Context: an optimization exercise on an open-source flow, tuned for small area and a short achievable clock period. The choices shown serve that exercise and are no tape-out recipe. Only simulation tests tie the RTL to the original design; equivalence was not proved. No activity file was given, so power comes from the tool's default toggle rates.

== P ==
## MyFloatAccum
module MyFloatAccum #(
   parameter DATA_W   = 32,
   parameter STRIDE_W = 16,
   parameter DELAY_W  = 7
) (
   input clk,
   input rst,
   input run,
   input running,
   input [STRIDE_W-1:0] strideMinusOne,
   input [DATA_W-1:0] in0,
   (* versat_latency = 4 *) output reg [31:0] out0,
   input [DELAY_W-1:0] delay0
);
   localparam CNT_W = (STRIDE_W > DELAY_W) ? STRIDE_W : DELAY_W;
   reg [CNT_W-1:0] delay;
   always @(posedge clk, posedge rst) begin
      if (rst) begin
         delay <= 0;
      end else if (run) begin
         delay <= delay0;
      end else if (|delay) begin
         delay <= delay - 1;
      end else begin
         delay <= strideMinusOne;
      end
   end
   wire [55:0] win0;
   wire [ 7:0] selLo;
   wire [ 8:1] selHi;
   wire [ 8:0] selConst;
   wire        cin;
   FloatToLargeInteger conv (
      .in_i      (in0),
      .win_o     (win0),
      .selLo_o   (selLo),
      .selHi_o   (selHi),
      .selConst_o(selConst),
      .cin_o     (cin)
   );
   reg  [55:0] win0_reg;
   reg  [ 7:0] selLo_reg;
   reg  [ 8:1] selHi_reg;
   reg  [ 8:0] selConst_reg;
   reg         cin_reg;
   reg         doAccum_2;
   always @(posedge clk, posedge rst) begin
      if (rst) begin
         doAccum_2   <= 0;
         win0_reg    <= 0;
         selLo_reg   <= 0;
         selHi_reg   <= 0;
         selConst_reg <= 0;
         cin_reg     <= 0;
      end else if (running) begin
         doAccum_2   <= (delay == 0);
         win0_reg    <= win0;
         selLo_reg   <= selLo;
         selHi_reg   <= selHi;
         selConst_reg <= selConst;
         cin_reg     <= cin;
      end
   end
   wire [278:0] addend;
  ...
Size: about 6200 cells after synthesis, roughly 450 flip-flops, ~91 I/O pins, ~0.046 sq mm of cells after synthesis.
==> flow/config.mk <==
export PLATFORM = sky130hd
export DESIGN_NAME = MyFloatAccum
export DESIGN_NICKNAME = MyFloatAccum
export VERILOG_FILES = /design/flow/design.v
export SDC_FILE = /design/flow/constraint.sdc
export NUM_CORES = 4
export LEC_CHECK = 0
export CAP_MARGIN = 20
export CORE_MARGIN = 2
export CORE_UTILIZATION = 55
export SLEW_MARGIN = 20
==> flow/constraint.sdc <==
create_clock -name core_clock -period 12.0 [get_ports {clk}]
set_input_delay 2.4000 -clock core_clock [delete_from_list [all_inputs] [get_ports {clk}]]
set_output_delay 2.4000 -clock core_clock [all_outputs]
set_load 0.01 [all_outputs]
standard.sh (not shown) runs the stock make flow with config.mk's settings and CLKGATE_MAP_FILE= SYNTH_SCRIPT=/design/flow/synth_recipe.tcl, a recipe that flattens the netlist after the stock synthesis.
==> flow/flow/run.sh <==
#!/bin/bash
set -o pipefail
cp standard.sh standard_sh_copy.log
export SETUP_SLACK_MARGIN=7
export CTS_ARGS="-sink_clustering_enable -repair_clock_nets -dont_use_dummy_load -sink_clustering_size 18 -sink_clustering_max_diameter 130"
export BUFFER_PORTS_ARGS="-inputs -outputs -buffer_cell sky130_fd_sc_hd__buf_1"
bash standard.sh > standard.log 2>&1
P finished every step from synthesis to the final layout, and the layout passed the timing, design-rule and antenna checks.
Inputs modified between P and Q:
==> flow/flow/run.sh <==
#!/bin/bash
set -o pipefail
cp standard.sh standard_sh_copy.log
export SETUP_SLACK_MARGIN=7.25
export CTS_ARGS="-sink_clustering_enable -repair_clock_nets -dont_use_dummy_load -buf_list sky130_fd_sc_hd__clkbuf_8"
export BUFFER_PORTS_ARGS="-inputs -outputs -buffer_cell sky130_fd_sc_hd__buf_1"
bash standard.sh > standard.log 2>&1
[summary]
Q completed end to end with timing, DRC and antenna clean.
P → Q: core utilization rose by 3.4 points; hold path depth has remained practically unchanged; total routing resource utilization after global routing higher; distinct cell type count of the synthesized netlist did not really move.
As of Q, non-clock buffer count had risen by more than a quarter compared to P.
Between Q and P, the number of nets produced by synthesis figures differ only marginally.
Maximum VDD drop: P and Q compared, higher one is Q
Q vs P — time the final worst path needs with I/O delays and setup dropped 220 ps.
[inputs] R vs Q
==> flow/flow/run.sh <==
#!/bin/bash
set -o pipefail
cp standard.sh standard_sh_copy.log
export SETUP_SLACK_MARGIN=7
bash standard.sh > standard.log 2>&1
==> comparison <==
NOTE: number of cells in the finished layout apart from fillers in R falls short of that of Q
Launching element of the worst setup path = selHi_reg[3]: R; launching element of the worst setup path = win0_reg[29]: Q
Between Q and R, the difference in flip-flop and latch power is negligible.
Summary of R over Q: minimum period implied by the final worst setup slack moved up, sequential share of cell area closely matched the old numbers.
Relative to R, the following input files were edited for S:
--- a/flow/flow/run.sh
+++ b/flow/flow/run.sh
@@ -4,2 +4,4 @@
 export SETUP_SLACK_MARGIN=7
+export CTS_ARGS="-sink_clustering_enable -repair_clock_nets -dont_use_dummy_load -buf_list sky130_fd_sc_hd__clkbuf_8"
+export BUFFER_PORTS_ARGS="-inputs -outputs -buffer_cell sky130_fd_sc_hd__buf_1"
 bash standard.sh > standard.log 2>&1
Findings:
- Number of antenna diodes on S is up relative to R.
- Compared to R, S reaches a higher achievable clock.
- Overall routed net length in S is about 4% lower than in R

[separate check: timing with driven ports]
In the flow no input, the clock included, has a driving cell. The finished layouts below were timed again as built, in two steps. Step 1, drivers: a clkbuf_16 drives clk and a buf_2 each remaining input, both assumed. Step 2, shift: input delay + t, output delay - t, t = (earliest + latest rising clock arrival at the registers) / 2. This alone moves slack from input paths to output paths. a / b / c = ideal / step 1 / step 2; a / b = the first two.
| run | t (ns) | setup WS [ns] | worst hold slack (ns) | latest minus earliest clock arrival (ns) |
|---|---|---|---|---|
| P | 0.726 | 6.791 / 6.791 / 6.537 | 0.491 / 0.491 / 0.491 | 0.062 / 0.062 |
| Q | 0.812 | 7.012 / 7.012 / 6.612 | 0.483 / 0.483 / 0.483 | 0.082 / 0.082 |
| R | 0.766 | 6.831 / 6.831 / 6.426 | 0.479 / 0.479 / 0.479 | 0.042 / 0.042 |
| S | 0.810 | 6.880 / 6.880 / 6.393 | 0.484 / 0.484 / 0.484 | 0.068 / 0.068 |
After both steps setup and hold are still met in every run listed. For S, which loses most, drivers alone change the setup slack by 0.000 ns; drivers and shift together by -0.487 ns.
